Source: an optimization exercise on an open RTL-to-GDS flow (aim: small area and few clock cycles per item). Production flows keep margins and buffers that such runs may drop. Where RTL was checked, it was by simulation tests only, not by an equivalence proof against the original. The RTL of runs 2 and 3 was laid out without a check of its function. Power figures rest on the tool's default switching activity, not on a simulated workload.

<file path="flow/config.mk">
export PLATFORM = sky130hd
export DESIGN_NAME = subc_divide
export DESIGN_NICKNAME = subc_divide
export VERILOG_FILES = /design/flow/design.v
export SDC_FILE = /design/flow/constraint.sdc
export NUM_CORES = 4
export LEC_CHECK = 0
export CAP_MARGIN = 20
export CORE_MARGIN = 2
export CORE_UTILIZATION = 60
export CTS_BUF_LIST = sky130_fd_sc_hd__clkbuf_4 sky130_fd_sc_hd__clkbuf_8
export SLEW_MARGIN = 20
</file>
<file path="flow/constraint.sdc">
create_clock -name core_clock -period 8.0 [get_ports {clk}]
set_input_delay 1.6000 -clock core_clock [delete_from_list [all_inputs] [get_ports {clk}]]
set_output_delay 1.6000 -clock core_clock [all_outputs]
set_load 0.01 [all_outputs]
</file>
<file path="flow/design.v">
`timescale 1ns/1ps
module subc_divide(
    input  logic         clk,
    input  logic         rst,
    input  logic         invalid,
    output logic         inready,
    input  logic [31:0]  a,
    input  logic [31:0]  b,
    input  logic [5:0]   nbits,
    input  logic         outready,
    output logic         outvalid,
    output logic [31:0]  z
);
    localparam int K  = 2;
    localparam int MS = (32 + K - 1) / K;      
    localparam int QW = K * MS;                
    localparam int DW = 1;                     
    localparam int CW = 5;                     
    logic [31:0]   b_r;       
    logic [31:0]   r_r;       
    logic [QW-1:0] q_r;       
    logic [DW-1:0] d_r;       
    logic [CW-1:0] cnt;       
    logic          busy;      
    logic          ov;        
    assign inready  = ~busy & (~ov | outready);
    assign outvalid = ov;
    assign z        = 32'(q_r >> d_r);
    wire acc = invalid & inready;
    function automatic logic [32:0] step(input logic [31:0] ri, input logic [31:0] bi);
        logic [31:0] t, p, g, c, gg, pp, gn, pn;
        logic        qb;
        t  = {ri[30:0], 1'b0};
        p  = t ^ ~bi;
        g  = t & ~bi;
        gg = {g[31:1], g[0] | p[0]};        
        pp = p;
        for (int l = 0; l < 5; l++) begin
            gn = gg;
            pn = pp;
            for (int i = 0; i < 32; i++)
                if (((i >> l) & 1) == 1) begin
                    gn[i] = gg[i] | (pp[i] & gg[((i >> l) << l) - 1]);
                    pn[i] = pp[i] & pp[((i >> l) << l) - 1];
                end
            gg = gn;
            pp = pn;
        end
        c  = {gg[30:0], 1'b1};              
        qb = ri[31] | gg[31];
        step = {qb, qb ? (p ^ c) : t};
    endfunction
    logic [31:0]  rs [0:K];
    logic [K-1:0] qb;
    wire  [31:0]  bs = busy ? b_r : b;
    assign rs[0] = busy ? r_r : a;
    for (genvar i = 0; i < K; i++) begin : g_step
        wire [32:0] st = step(rs[i], bs);
        assign qb[K-1-i] = st[32];
        assign rs[i+1]   = st[31:0];
    end
    logic [CW-1:0] m_in;
    logic [DW-1:0] d_in;
    always_comb begin
        m_in = '0;
        d_in = '0;
        for (int i = 0; i <= 32; i++)
            if (nbits == 6'(i)) begin
                m_in = CW'((i + K - 1) / K);
                d_in = DW'(K * ((i + K - 1) / K) - i);
            end
    end
    always_ff @(posedge clk) begin
        r_r <= rs[K];
        b_r <= bs;
        if (acc)
            d_r <= d_in;
        if (acc)
            q_r <= (nbits == 6'd0) ? '0 : QW'(qb);
        else if (busy)
            q_r <= {q_r[QW-1-K:0], qb};
        if (~busy)
            cnt <= m_in - CW'(1);
        else
            cnt <= cnt - CW'(1);
    end
    always_ff @(posedge clk) begin
        if (rst) begin
            busy <= 1'b0;
            ov   <= 1'b0;
        end else if (busy) begin
            if (cnt == CW'(1)) begin
                busy <= 1'b0;
                ov   <= 1'b1;
            end
        end else if (acc) begin
            busy <= (m_in > CW'(1));
            ov   <= (m_in <= CW'(1));
        end else if (outready) begin
            ov   <= 1'b0;
        end
    end
endmodule
</file>
<file path="flow/flow/run.sh">
#!/bin/bash
# Own layout flow: the standard synthesis, then the combinational logic
# (only) re-mapped for area by ABC (flip-flops kept as they are), then the
# standard layout steps, with the port buffers made of buf_1 cells.
# Each tool's output goes to a log file of its own in this folder.
set -euo pipefail
here=$(pwd)
F=$here/flow
R=$here/orfs/results/$FLOW_PLATFORM/subc_divide/base
LIB=$FLOW_HOME/platforms/sky130hd/lib/sky130_fd_sc_hd__tt_025C_1v80.lib
export BUFFER_PORTS_ARGS="-buffer_cell sky130_fd_sc_hd__buf_1"

bash standard.sh synth > log_1_standard_synth.log 2>&1
cp "$R/1_2_yosys.v" "$here/std_synth.v"

DONTUSE=""
while read -r c; do DONTUSE="$DONTUSE -dont_use $c"; done < "$F/dont_use.txt"
sed -e "s|{LIB}|$LIB|g" -e "s|{NETIN}|$here/std_synth.v|" -e "s|{NET1}|$here/resynth1.v|" \
    -e "s|{ABC}|$F/area.abc|" -e "s|{DONTUSE}|$DONTUSE|" "$F/resynth1.ys" > resynth1.ys
yosys -s resynth1.ys > log_2_resynth1.log 2>&1
sed -e "s|{LIB}|$LIB|g" -e "s|{NET1}|$here/resynth1.v|" -e "s|{NETOUT}|$here/resynth2.v|" \
    "$F/resynth2.ys" > resynth2.ys
yosys -s resynth2.ys > log_3_resynth2.log 2>&1

# same flip-flops, by name and cell, as the standard synthesis
grep -oE '^ *sky130_fd_sc_hd__e?dfxtp_1 +[^ ]+' std_synth.v | sort > regs_std.txt
grep -oE '^ *sky130_fd_sc_hd__e?dfxtp_1 +[^ ]+' resynth2.v | sort > regs_new.txt
cmp regs_std.txt regs_new.txt

cp resynth2.v "$R/1_2_yosys.v"
rm -f "$R/1_synth.odb" "$R/1_synth.sdc"
bash standard.sh finish > log_4_standard_layout.log 2>&1
</file>
<file path="flow/flow/area.abc">
strash; dch; amap; topo
</file>
<file path="flow/flow/dont_use.txt">
sky130_fd_sc_hd__probe_p_8
sky130_fd_sc_hd__probec_p_8
sky130_fd_sc_hd__lpflow_bleeder_1
sky130_fd_sc_hd__lpflow_clkbufkapwr_1
sky130_fd_sc_hd__lpflow_clkbufkapwr_16
sky130_fd_sc_hd__lpflow_clkbufkapwr_2
sky130_fd_sc_hd__lpflow_clkbufkapwr_4
sky130_fd_sc_hd__lpflow_clkbufkapwr_8
sky130_fd_sc_hd__lpflow_clkinvkapwr_1
sky130_fd_sc_hd__lpflow_clkinvkapwr_16
sky130_fd_sc_hd__lpflow_clkinvkapwr_2
sky130_fd_sc_hd__lpflow_clkinvkapwr_4
sky130_fd_sc_hd__lpflow_clkinvkapwr_8
sky130_fd_sc_hd__lpflow_decapkapwr_12
sky130_fd_sc_hd__lpflow_decapkapwr_3
sky130_fd_sc_hd__lpflow_decapkapwr_4
sky130_fd_sc_hd__lpflow_decapkapwr_6
sky130_fd_sc_hd__lpflow_decapkapwr_8
sky130_fd_sc_hd__lpflow_inputiso0n_1
sky130_fd_sc_hd__lpflow_inputiso0p_1
sky130_fd_sc_hd__lpflow_inputiso1n_1
sky130_fd_sc_hd__lpflow_inputiso1p_1
sky130_fd_sc_hd__lpflow_inputisolatch_1
sky130_fd_sc_hd__lpflow_isobufsrc_1
sky130_fd_sc_hd__lpflow_isobufsrc_16
sky130_fd_sc_hd__lpflow_isobufsrc_2
sky130_fd_sc_hd__lpflow_isobufsrc_4
sky130_fd_sc_hd__lpflow_isobufsrc_8
sky130_fd_sc_hd__lpflow_isobufsrckapwr_16
sky130_fd_sc_hd__lpflow_lsbuf_lh_hl_isowell_tap_1
sky130_fd_sc_hd__lpflow_lsbuf_lh_hl_isowell_tap_2
sky130_fd_sc_hd__lpflow_lsbuf_lh_hl_isowell_tap_4
sky130_fd_sc_hd__lpflow_lsbuf_lh_isowell_4
sky130_fd_sc_hd__lpflow_lsbuf_lh_isowell_tap_1
sky130_fd_sc_hd__lpflow_lsbuf_lh_isowell_tap_2
sky130_fd_sc_hd__lpflow_lsbuf_lh_isowell_tap_4
</file>
<file path="flow/flow/resynth1.ys">
# Pass 1: turn the standard synthesis's combinational cells back into gates,
# keeping every flip-flop instance (name and cell) as it is, and map the
# logic again with an area-oriented ABC script.
read_liberty -ignore_miss_func {LIB}
blackbox sky130_fd_sc_hd__dfxtp_1 sky130_fd_sc_hd__edfxtp_1
read_verilog {NETIN}
hierarchy -top subc_divide
flatten -wb
delete t:$scopeinfo
rename -hide w:*.*
opt -purge
abc -liberty {LIB} -script {ABC} {DONTUSE}
opt_clean -purge
select subc_divide
write_verilog -noattr -nohex -nodec -selected {NET1}
</file>
<file path="flow/flow/resynth2.ys">
# Pass 2: tie cells, buffers for pass-through wires and checks, as ORFS's
# synthesis does after its own ABC run.
read_liberty -lib {LIB}
read_verilog {NET1}
hierarchy -top subc_divide
hilomap -singleton -hicell sky130_fd_sc_hd__conb_1 HI -locell sky130_fd_sc_hd__conb_1 LO
splitnets
opt_clean -purge
insbuf -buf sky130_fd_sc_hd__buf_4 A X
check -assert -mapped
stat -liberty {LIB}
write_verilog -noattr -nohex -nodec {NETOUT}
</file>
<file path="flow/standard.sh">
#!/bin/bash
# synth_recipe.tcl (not shown) runs the flow's synth.tcl, then flattens the netlist and writes it again
# the make line also repeats each setting of config.mk as NAME=value (left out here)
make -C /OpenROAD-flow-scripts/flow DESIGN_CONFIG=/design/flow/config.mk WORK_HOME=/design/flow/orfs CLKGATE_MAP_FILE= SYNTH_SCRIPT=/design/flow/synth_recipe.tcl "${@:-finish}"
</file>
==> insert_results.sql, run 1 <==
INSERT INTO impl_metrics (metric_group, metric, value, unit) VALUES
('sta', 'tightestPinTransition', '1.03', 'ns'),
('pwr', 'power_density', '311', 'nW/um2'),
('cts', 'clock_sinks', '104', ''),
('critical_path', 'worst-path-stages', '40', ''),
('sta', 'report.final.slew_viol_count', '0', ''),
('die', 'pin_count', '108', ''),
('grt', 'first_global_vias', '6332', ''),
('cts', 'tritoncts_clock_tree', 'built', ''),
('placement', 'post-place-cells', '1166', ''),
('layout', 'diodes', '0', ''),
('synthesis', 'netlist_area', '6240', 'um2'),
('min_path', 'min-delay-start', 'cnt[0]', ''),
('critical_path', 'ff2ff_setup_slack', '0.66', 'ns'),
('placement', 'finalWeightedCongestion', '0.927', ''),
('synthesis', 'synthesis.area_per_instance', '7.23', 'um2'),
('sta', 'grt_setup_unrepaired', 'yes', ''),
('layout', 'stdcell_count', '1187', ''),
('cts', 'cts.reportedPaths.clkPinSlew', '0.10', 'ns'),
('critical_path', 'timing_worst_setup_path_type', 'input port to register', ''),
('grt', 'grt_overflow_total', '0', ''),
('critical_path', 'critical_path.n_buffers_inverters', '9', ''),
('critical_path', 'critical-path-slowest-cell', 'nor3_4', ''),
('sta', 'report.final.setup_viol', '0', ''),
('layout', 'signed_area_change_from_the_synthesized_netlist_to_the_final_layout', '26.8', '%'),
('placement', 'portBuffers', '107', ''),
('synthesis', 'yosys_warnings', '2', ''),
('drt', 'routed_via_count_divided_by_cell_count', '5.93', ''),
('die', 'die_width', '106', 'um'),
('critical_path', 'worst_endpoint_required_time', '8.27', 'ns'),
('cts', 'tritoncts.num_buffers', '9', ''),
('pwr', 'total_leakage_power', '2.90', 'nW'),
('cts', 'clk-insertion-delay-late', '0.37', 'ns'),
('synthesis', 'netlist_instances', '863', ''),
('grt', 'grt_first_pass_wirelength', '27500', 'um'),
('sta', 'finClkSkew', '0.0111', 'ns'),
('grt', 'grt_antenna_before_repair', '0', ''),
('layout', 'nets', '1120', ''),
('sta', 'clock.fmax', '0.131', 'GHz'),
('pwr', 'power.net_switching', '1.04', 'mW'),
('critical_path', 'rr_worst_depth', '38', ''),
('cts', 'clockBufferDepth', '2', ''),
('placement', 'place.detailed.hpwl', '12300', 'um'),
('die', 'dieArea', '11200', 'um2'),
('cts', 'htreeDepth', '3', ''),
('die', 'fp-row-count', '37', ''),
('drt', 'antenna_left', '0', ''),
('critical_path', 'critical-path-max-stage-delay', '0.40', 'ns'),
('die', 'initial_core_util', '61.0', '%'),
('min_path', 'holdPathEnd', 'cnt[0]', ''),
('pwr', 'switching_share', '42.0', '%'),
('pwr', 'power_report.internal_total', '1.43', 'mW'),
('layout', 'drive_gt1_share', '12.8', '%'),
('min_path', 'worstHoldPathCells', '1', ''),
('pwr', 'power.share.clock', '14.8', '%'),
('cts', 'root_buffer', 'clkbuf_8', ''),
('run_status', 'status', 'finished clean', ''),
('sta', 'fin_crit_share', '95.3', '%'),
('placement', 'place_worst_setup_slack', '-0.258', 'ns'),
('sta', 'finalWorstPathRequiredPeriod', '7.62', 'ns'),
('pwr', 'share_seq_of_total_power', '30.3', '%'),
('sta', 'totalNegativeSetupSlack', '0', 'ns'),
('drt', 'dr.first_iter.drc_count', '562', ''),
('drt', 'wl', '17300', 'um'),
('layout', 'finalCoreUtilization', '77.4', '%'),
('critical_path', 'cp_data_arrival_time', '7.89', 'ns'),
('drt', 'drt_drc_violations_left', '0', ''),
('synthesis', 'synth.net_count', '937', ''),
('die', 'placeableCoreArea', '10200', 'um2'),
('critical_path', 'worstPathMaxFanout', '19', ''),
('drt', 'pre_antenna_drt_iters', '5', ''),
('sta', 'fin_ws', '0.377', 'ns');
-- repair_timing --
item | 4_1_cts | 5_1_grt
setup buffers | 0 | 5
resized for setup | 0 | 39
hold buffers | 0 | 0
endpoints found under the setup margin | 0 | 33
-- worst reg2reg max path, delay by kind of cell, from the launching register on --
family / cells / cell delay [ns]
AO/OA/AOI/OAI: 16 / 3.09
buffers and inverters: 8 / 1.30
flip-flops: 1 / 0.58
AND/OR/NAND/NOR: 14 / 2.25
-- metrics by stage --
stage	cell area (um2)	total power, mW	hold slack, ns
after floorplan	6420	1.61	0.460
after global placement	7470	1.96	0.474
after detailed placement	7470	2.00	0.493
after CTS	7680	2.36	0.515
after global routing	7920	2.64	0.549
final	7920	2.46	0.515
-- state kept, by name, summed over array words and instances, names as in the netlist --
name,count
b_r,32
busy,1
cnt,5
d_r,1
ov,1
q_r,32
r_r,32
-- layout make-up --
type | count | area (um2)
Fill cell | 805 | 2310
Clock inverter | 7 | 92.6
Sequential cell | 104 | 2420
Multi-Input combinational cell | 640 | 3730
Clock buffer | 9 | 124
Timing Repair Buffer | 172 | 915
Tap cell | 136 | 170
Inverter | 119 | 465
-- routing by layer --
layer	vias up	wire length, um	track usage [%]
met1	3170	7620	37.8
met2	269	8210	50.0
li1	3563	-	-
met5	-	0	0
met4	0	416	12.9
met3	38	1030	3.31
-- worst max path at each step --
stage	startpoint	to	slack (ns)
6_report	b[1]	r_r[16]	0.38
2_1_floorplan	a[0]	r_r[15]	-0.25
3_5_place_dp	b[1]	r_r[1]	-0.26
3_3_place_gp	b[0]	r_r[15]	-0.10
5_1_grt	b[0]	r_r[27]	-0.11
4_1_cts	b[1]	r_r[1]	0.09
-- power groups by stage --
stage | registers [mW] | logic [mW] | clock network, mW
2_1_floorplan | 0.744 | 0.868 | 0
3_3_place_gp | 0.755 | 1.20 | 0
3_5_place_dp | 0.755 | 1.24 | 0
4_1_cts | 0.745 | 1.25 | 0.367
5_1_grt | 0.758 | 1.50 | 0.386
6_report | 0.747 | 1.35 | 0.363
Testbench counts, summed over its fixed seeds: cycles 27,628, items 3,200.
==> run 2: changes to the inputs <==
==> flow/design.v (replaced) <==
`timescale 1ns/1ps
module subc_divide(
    input  logic         clk,
    input  logic         rst,
    input  logic         invalid,
    output logic         inready,
    input  logic [31:0]  a,
    input  logic [31:0]  b,
    input  logic [5:0]   nbits,
    input  logic         outready,
    output logic         outvalid,
    output logic [31:0]  z
);
    logic [31:0] b_r;       
    logic [32:0] n_r;       
    logic [32:0] q_r;       
    logic        d_r;       
    logic        busy;      
    logic        ov;        
    assign inready  = ~busy & (~ov | outready);
    assign outvalid = ov;
    assign z        = d_r ? {1'b0, q_r[31:1]} : q_r[31:0];
    wire acc = invalid & inready;
    function automatic logic [33:0] step(input logic [32:0] ni, input logic [31:0] bi);
        logic [32:0] t, x, p, g, c, gg, pp, gn, pn, s;
        logic        neg;
        neg = ni[32];
        t   = {ni[31:0], 1'b0};
        x   = neg ? {1'b0, bi} : ~{1'b0, bi};
        p   = t ^ x;
        g   = t & x;
        gg  = {g[32:1], g[0] | (p[0] & ~neg)};    
        pp  = p;
        for (int l = 0; l < 6; l++) begin
            gn = gg;
            pn = pp;
            for (int i = 0; i < 33; i++)
                if (((i >> l) & 1) == 1) begin
                    gn[i] = gg[i] | (pp[i] & gg[((i >> l) << l) - 1]);
                    pn[i] = pp[i] & pp[((i >> l) << l) - 1];
                end
            gg = gn;
            pp = pn;
        end
        c   = {gg[31:0], ~neg};                    
        s   = p ^ c;
        step = {~s[32], s};
    endfunction
    wire [31:0] bs = busy ? b_r : b;
    wire [32:0] n0 = busy ? n_r : {1'b0, a};
    wire [33:0] s1 = step(n0, bs);
    wire [33:0] s2 = step(s1[32:0], bs);
    wire [1:0]  qb = {s1[33], s2[33]};
    logic [32:0] q_in;
    always_comb begin
        q_in = '0;
        for (int i = 0; i <= 32; i++)
            if (nbits == 6'(i))
                q_in[(i <= 2) ? 32 : 34 - 2 * ((i + 1) / 2)] = 1'b1;
        if (nbits != 6'd0)
            q_in[1:0] = qb;
    end
    always_ff @(posedge clk) begin
        n_r <= s2[32:0];
        b_r <= bs;
        if (acc)
            d_r <= nbits[0];
        if (acc)
            q_r <= q_in;
        else if (busy)
            q_r <= {q_r[30:0], qb};
    end
    always_ff @(posedge clk) begin
        if (rst) begin
            busy <= 1'b0;
            ov   <= 1'b0;
        end else if (busy) begin
            if (q_r[30]) begin
                busy <= 1'b0;
                ov   <= 1'b1;
            end
        end else if (acc) begin
            busy <= ~q_in[32];
            ov   <= q_in[32];
        end else if (outready) begin
            ov   <= 1'b0;
        end
    end
endmodule
==> insert_results.sql, run 2 <==
INSERT INTO impl_metrics (metric_group, metric, value, unit) VALUES
('cts', 'clockBufferDepth', '2', ''),
('grt', 'grt_antenna_before_repair', '0', ''),
('placement', 'finalWeightedCongestion', '0.905', ''),
('drt', 'drt_drc_violations_left', '0', ''),
('drt', 'dr.first_iter.drc_count', '732', ''),
('layout', 'most_common_library_cell_in_the_layout_ignoring_fill_and_taps', 'nor2_1', ''),
('cts', 'tritoncts.num_buffers', '9', ''),
('sta', 'fin_crit_share', '95.2', '%'),
('critical_path', 'worst_r2r_startpoint', 'busy', ''),
('critical_path', 'ff2ff_setup_slack', '0.45', 'ns'),
('pwr', 'total_leakage_power', '2.78', 'nW'),
('drt', 'wl_per_cell', '16.1', 'um'),
('sta', 'finClkSkew', '0.0158', 'ns'),
('synthesis', 'netlist_instances', '870', ''),
('layout', 'drive_gt1_share', '12.0', '%'),
('cts', 'tritoncts_clock_tree', 'built', ''),
('critical_path', 'worst_endpoint_required_time', '8.13', 'ns'),
('critical_path', 'cp_data_arrival_time', '7.75', 'ns'),
('sta', 'report.final.setup_viol', '0', ''),
('critical_path', 'critical_path.endpoint_type', 'register', ''),
('die', 'initial_core_util', '60.9', '%'),
('drt', 'pre_antenna_drt_iters', '5', ''),
('layout', 'diodes', '0', ''),
('sta', 'report.final.slew_viol_count', '0', ''),
('die', 'dieArea', '11100', 'um2'),
('sta', 'hold_viol_final', '0', ''),
('drt', 'vias', '7305', ''),
('critical_path', 'critical-path-max-stage-delay', '0.47', 'ns'),
('grt', 'first_global_vias', '6742', ''),
('die', 'die_width', '105', 'um'),
('min_path', 'holdPathEnd', 'q_r[31]', ''),
('cts', 'root_buffer', 'clkbuf_8', ''),
('pwr', 'power_density', '389', 'nW/um2'),
('placement', 'portBuffers', '107', ''),
('min_path', 'type_of_the_most_critical_hold_path', 'register to register', ''),
('flow_run', 'max_cap_violations', '0', ''),
('grt', 'grt_start_max_net_pins', '58', ''),
('drt', 'antenna_left', '0', ''),
('synthesis', 'yosys_warnings', '1', ''),
('layout', 'finalCoreUtilization', '76.0', '%'),
('drt', 'routed_via_count_divided_by_cell_count', '6.18', ''),
('cts', 'cts.reportedPaths.clkPinSlew', '0.10', 'ns'),
('synthesis', 'netlist_area', '6170', 'um2'),
('layout', 'reg_top3', 'b_r (32), n_r (32), q_r (32)', ''),
('layout', 'nets', '1115', ''),
('sta', 'tightestPinTransition', '0.932', 'ns'),
('die', 'fp-row-count', '37', ''),
('run_status', 'status', 'finished clean', ''),
('grt', 'grt_overflow_total', '0', ''),
('synthesis', 'synthesis.area_per_instance', '7.09', 'um2'),
('critical_path', 'crit_path_start_kind', 'input port', ''),
('grt', 'grt_first_pass_wirelength', '30800', 'um'),
('placement', 'place.detailed.hpwl', '13800', 'um'),
('cts', 'clock_sinks', '99', ''),
('sta', 'clock.fmax', '0.131', 'GHz'),
('layout', 'num-fill-cells', '801', ''),
('layout', 'signed_area_change_from_the_synthesized_netlist_to_the_final_layout', '24.9', '%'),
('pwr', 'ir_drop', '247', 'uV'),
('sta', 'finalWorstPathRequiredPeriod', '7.61', 'ns'),
('synthesis', 'synth.net_count', '944', ''),
('die', 'floorplan.die.height', '105', 'um'),
('sta', 'headroom_to_the_max_slew_limit', '37.9', '%'),
('min_path', 'worstHoldPathCells', '2', ''),
('sta', 'totalNegativeSetupSlack', '0', 'ns'),
('critical_path', 'timing.rr.end', 'q_r[0]', ''),
('min_path', 'min-delay-start', 'q_r[31]', ''),
('critical_path', 'rr_worst_depth', '41', ''),
('cts', 'clk-insertion-delay-late', '0.39', 'ns'),
('layout', 'layout_common_cells', '153 x nor2_1, 117 x o22ai_1, 107 x buf_1, 105 x clkinv_1, 80 x dfxtp_1', ''),
('critical_path', 'critical-path-slowest-cell', 'or4b_1', ''),
('grt', 'grt_usage', '33.8', '%'),
('critical_path', 'timing_worst_setup_path_type', 'input port to register', ''),
('critical_path', 'worstPathMaxFanout', '14', ''),
('cts', 'htreeDepth', '3', ''),
('die', 'placeableCoreArea', '10100', 'um2'),
('sta', 'timing.hold.ws', '0.489', 'ns'),
('die', 'pin_count', '108', ''),
('drt', 'wl', '19100', 'um');
run 2: cell type report:
type / count / area (um2) / share of cell area, %
multi-input combinational: 658 / 3870 / 50.2
sequential: 99 / 2170 / 28.1
timing repair buffer: 159 / 833 / 10.8
inverter: 113 / 442 / 5.73
tap: 136 / 170 / 2.21
clock buffer: 10 / 131 / 1.70
clock inverter: 6 / 90.1 / 1.17
timing repair inverter: 1 / 5.00 / 0.0649
run 2: metal layers:
metal / GRT usage, % / part of all wire [%] / up-vias
met5: 0 / 0 / -
met4: 13.9 / 3.5 / 0
met3: 4.76 / 7.4 / 65
met2: 55.0 / 47 / 326
met1: 45.0 / 43 / 3311
li1: - / - / 3603
run 2: through the flow:
stage,setup slack (ns),instances,power [mW],instance area [um2]
finish,0.387,1182,2.99,7710
CTS,0.149,1177,2.88,7570
global route,-0.0739,1182,3.23,7710
detailed placement,-0.193,1161,2.50,7350
global placement,0.0699,1161,2.44,7350
floorplan,-0.104,870,1.97,6390
run 2: worst max path at each step:
stage | cells past startpoint | from | endpoint
after global routing | 42 | b[1] | q_r[0]
final | 41 | b[1] | q_r[0]
after detailed placement | 41 | b[1] | q_r[0]
after global placement | 37 | b[1] | q_r[0]
after CTS | 41 | b[1] | q_r[0]
after floorplan | 36 | b[11] | q_r[0]
run 2: power by group:
group	internal [mW]	switching [mW]
sequential	0.663	0.0581
combinational	0.722	1.18
clock	0.181	0.193
total	1.57	1.43
run 2: critical path, delay by kind of cell:
kind | cells | cell delay, ns
compound gates | 17 | 3.15
buf+inv | 8 | 0.89
simple gates | 16 | 2.06
run 2: what timing repair did:
item | in CTS | in global routing
hold buffers | 0 | 0
setup endpoints to repair | 0 | 2
gates resized for setup | 0 | 25
setup buffers | 0 | 4
==> run 3: changes to the inputs <==
==> flow/design.v (replaced) <==
`timescale 1ns/1ps
module subc_divide(
    input  logic         clk,
    input  logic         rst,
    input  logic         invalid,
    output logic         inready,
    input  logic [31:0]  a,
    input  logic [31:0]  b,
    input  logic [5:0]   nbits,
    input  logic         outready,
    output logic         outvalid,
    output logic [31:0]  z
);
    logic [31:0] b_r;       
    logic [32:0] n_r;       
    logic [31:0] q_r;       
    logic [3:0]  cnt;       
    logic        busy;      
    logic        ov;        
    assign inready  = ~busy & (~ov | outready);
    assign outvalid = ov;
    assign z        = q_r;
    wire acc = invalid & inready;
    function automatic logic [33:0] step(input logic [32:0] ni, input logic ci, input logic [31:0] bi);
        logic [32:0] t, x, p, g, c, gg, pp, gn, pn, s;
        logic        neg;
        neg = ni[32];
        t   = {ni[31:0], ci};
        x   = neg ? {1'b0, bi} : ~{1'b0, bi};
        p   = t ^ x;
        g   = t & x;
        gg  = {g[32:1], g[0] | (p[0] & ~neg)};    
        pp  = p;
        for (int l = 0; l < 6; l++) begin
            gn = gg;
            pn = pp;
            for (int i = 0; i < 33; i++)
                if (((i >> l) & 1) == 1) begin
                    gn[i] = gg[i] | (pp[i] & gg[((i >> l) << l) - 1]);
                    pn[i] = pp[i] & pp[((i >> l) << l) - 1];
                end
            gg = gn;
            pp = pn;
        end
        c   = {gg[31:0], ~neg};                    
        s   = p ^ c;
        step = {~s[32], s};
    endfunction
    wire        odd = ~busy & nbits[0];
    wire [31:0] bs  = busy ? b_r : b;
    wire [32:0] n0  = busy ? n_r : (nbits[0] ? {2'b0, a[31:1]} : {1'b0, a});
    wire [33:0] s1  = step(n0, odd & a[0], bs);
    wire [33:0] s2  = step(s1[32:0], 1'b0, bs);
    wire [1:0]  qb  = {s1[33], s2[33]};
    wire [3:0]  m1  = 4'((nbits - 6'd1) >> 1);
    always_ff @(posedge clk) begin
        n_r <= s2[32:0];
        b_r <= bs;
        if (acc)
            q_r <= (nbits == 6'd0) ? 32'd0 : {30'd0, qb};
        else if (busy)
            q_r <= {q_r[29:0], qb};
        if (~busy)
            cnt <= m1;
        else
            cnt <= cnt - 4'd1;
    end
    always_ff @(posedge clk) begin
        if (rst) begin
            busy <= 1'b0;
            ov   <= 1'b0;
        end else if (busy) begin
            if (cnt == 4'd1) begin
                busy <= 1'b0;
                ov   <= 1'b1;
            end
        end else if (acc) begin
            busy <= (nbits > 6'd2);
            ov   <= (nbits <= 6'd2);
        end else if (outready) begin
            ov   <= 1'b0;
        end
    end
endmodule
==> insert_results.sql, run 3 <==
INSERT INTO impl_metrics (metric_group, metric, value, unit) VALUES
('critical_path', 'critical_path.endpoint_type', 'register', ''),
('grt', 'grt_first_pass_wirelength', '28600', 'um'),
('placement', 'finalWeightedCongestion', '0.896', ''),
('synthesis', 'synth.net_count', '1052', ''),
('layout', 'reg_top3', 'n_r (33), b_r (32), q_r (32)', ''),
('die', 'initial_core_util', '61.2', '%'),
('die', 'pin_count', '108', ''),
('layout', 'largest_register', 'n_r', ''),
('cts', 'clock_sinks', '103', ''),
('critical_path', 'worst_r2r_startpoint', 'n_r[32]', ''),
('critical_path', 'ff2ff_setup_slack', '0.63', 'ns'),
('layout', 'most_common_library_cell_in_the_layout_ignoring_fill_and_taps', 'nor2_1', ''),
('die', 'fp-row-count', '38', ''),
('layout', 'flip_flop_count_of_the_largest_register_after_layout', '33', ''),
('drt', 'dr.first_iter.drc_count', '542', ''),
('sta', 'clock.fmax', '0.130', 'GHz'),
('cts', 'tritoncts.num_buffers', '9', ''),
('sta', 'tightestPinTransition', '0.875', 'ns'),
('critical_path', 'timing_worst_setup_path_type', 'input port to register', ''),
('sta', 'report.final.setup_viol', '0', ''),
('grt', 'grt_antenna_before_repair', '0', ''),
('sta', 'report.final.slew_viol_count', '0', ''),
('pwr', 'ir_drop', '229', 'uV'),
('drt', 'antenna_left', '0', ''),
('die', 'dieArea', '11800', 'um2'),
('synthesis', 'synthesis.area_per_instance', '6.73', 'um2'),
('critical_path', 'critical-path-slowest-cell', 'o32ai_4', ''),
('pwr', 'total_leakage_power', '3.28', 'nW'),
('critical_path', 'cp_data_arrival_time', '7.84', 'ns'),
('cts', 'clockBufferDepth', '2', ''),
('cts', 'cts.reportedPaths.clkPinSlew', '0.11', 'ns'),
('drt', 'routed_via_count_divided_by_cell_count', '5.64', ''),
('placement', 'place.detailed.hpwl', '13500', 'um'),
('sta', 'finClkSkew', '0.0102', 'ns'),
('critical_path', 'worstPathMaxFanout', '5', ''),
('critical_path', 'setup.worst_path.end', 'q_r[0]', ''),
('drt', 'vias', '7563', ''),
('placement', 'portBuffers', '107', ''),
('cts', 'htreeDepth', '3', ''),
('layout', 'signed_area_change_from_the_synthesized_netlist_to_the_final_layout', '28.3', '%'),
('grt', 'grt_start_max_net_pins', '44', ''),
('drt', 'drt_drc_violations_left', '0', ''),
('critical_path', 'worst_endpoint_required_time', '8.15', 'ns'),
('drt', 'wl', '19100', 'um'),
('cts', 'tritoncts_clock_tree', 'built', ''),
('flow_run', 'max_cap_violations', '0', ''),
('sta', 'headroom_to_the_max_slew_limit', '41.1', '%'),
('grt', 'grt_usage', '30.6', '%'),
('die', 'floorplan.die.height', '109', 'um'),
('synthesis', 'yosys_warnings', '1', ''),
('grt', 'first_global_vias', '6376', ''),
('layout', 'finalCoreUtilization', '78.5', '%'),
('synthesis', 'netlist_instances', '978', ''),
('cts', 'clk-insertion-delay-late', '0.40', 'ns'),
('sta', 'timing.hold.ws', '0.485', 'ns'),
('die', 'placeableCoreArea', '10700', 'um2'),
('layout', 'nets', '1269', ''),
('sta', 'finalWorstPathRequiredPeriod', '7.69', 'ns'),
('drt', 'wl_per_cell', '14.2', 'um'),
('pwr', 'power_density', '376', 'nW/um2'),
('min_path', 'min-delay-start', 'cnt[0]', ''),
('critical_path', 'crit_path_start_kind', 'input port', ''),
('synthesis', 'netlist_area', '6580', 'um2'),
('die', 'die_width', '109', 'um'),
('sta', 'fin_crit_share', '96.1', '%'),
('layout', 'drive_gt1_share', '14.5', '%'),
('critical_path', 'critPathMostFrequentCell', 'nor2_1', ''),
('critical_path', 'setup.worst_path.start', 'nbits[0]', ''),
('grt', 'grt_overflow_total', '0', ''),
('critical_path', 'critical-path-max-stage-delay', '0.30', 'ns'),
('critical_path', 'rr_worst_depth', '45', ''),
('layout', 'diodes', '0', ''),
('drt', 'pre_antenna_drt_iters', '5', ''),
('sta', 'hold_viol_final', '0', ''),
('min_path', 'type_of_the_most_critical_hold_path', 'register to register', ''),
('run_status', 'status', 'finished clean', ''),
('critical_path', 'timing.rr.end', 'q_r[0]', ''),
('cts', 'root_buffer', 'clkbuf_8', ''),
('layout', 'layout_common_cells', '243 x nor2_1, 131 x o21ai_0, 106 x a21oi_1, 106 x buf_1, 96 x buf_4', '');
-- run 3: what timing repair did --
action | in CTS | in global routing
pin swaps | 0 | 33
buffers inserted | 0 | 16
gates resized for setup | 3 | 78
gates cloned | 0 | 1
endpoints found under the setup margin | 5 | 18
hold buffers | 0 | 0
-- run 3: layout make-up --
cell class / instances / area (um2)
clock buffer: 10 / 138
clock inverter: 6 / 83.8
fill: 794 / 2310
inverter: 66 / 270
multi-input combinational: 809 / 4220
sequential: 103 / 2390
tap: 140 / 175
timing repair buffer: 205 / 1160
timing repair inverter: 1 / 6.26
-- run 3: through the flow --
stage	instance area [um2]	worst slack (ns)	setup TNS [ns]	std cells	total power [mW]
after floorplan	6610	0.0178	0	978	1.96
after global placement	7810	-0.244	-0.594	1307	2.55
after detailed placement	7810	-0.648	-3.25	1307	2.59
after CTS	8050	0.000960	0	1323	2.98
after global routing	8440	-0.228	-0.604	1340	3.45
final	8440	0.310	0	1340	3.17
-- run 3: how the worst min path moves through the flow --
| stage | end | cells past startpoint |
|---|---|---|
| global placement | cnt[0] | 1 |
| CTS | cnt[0] | 1 |
| floorplan | cnt[0] | 1 |
| finish | cnt[0] | 1 |
| detailed placement | cnt[0] | 1 |
| global route | cnt[1] | 2 |
-- run 3: critical path, delay by kind of cell --
family	cells	cell delay (ns)
AO/OA/AOI/OAI	20	3.22
AND/OR/NAND/NOR	20	2.26
buffers and inverters	5	0.59
XOR/XNOR	1	0.16
-- run 3: power breakdown --
part           internal [mW]  switching (mW)
clock network          0.162           0.211
logic                  0.831            1.19
registers              0.715          0.0709
-- run 3: per-layer routing --
layer / wire length, um / track usage [%]
met5: 0 / 0
met4: 528 / 11.1
met3: 1160 / 4.54
met2: 9020 / 52.0
met1: 8350 / 39.6

==> port drivers added, routing unchanged <==
In the flow no input, the clock included, has a driving cell. The finished layouts below were timed again as built, in two steps.
Step 1 assumes that a clkbuf_16 drives the clock port and a buf_2 every other input.
Step 2 adds t to the input delays and takes it off the output delays; t is the mean of the earliest and latest rising clock arrival at the registers after step 1. Input paths then give back, and output paths get back, about the clock's delay inside the block.
Slacks: no drivers / after step 1 / after step 2; pairs: no drivers / after step 1.
run	shift t [ns]	setup WS [ns]	hold slack, ns	worst data-port slew with drivers (ns)
run 1	0.405	0.377 / 0.393 / -0.013	0.515 / 0.515 / 0.515	0.06
run 2	0.416	0.387 / 0.398 / -0.018	0.489 / 0.489 / 0.489	0.05
run 3	0.430	0.310 / 0.218 / -0.212	0.485 / 0.485 / 0.485	0.15
Met with ideal ports but missed after step 2: setup timing in every run listed. For run 3, which loses most, drivers alone change the setup slack by -0.092 ns; drivers and shift together by -0.522 ns.
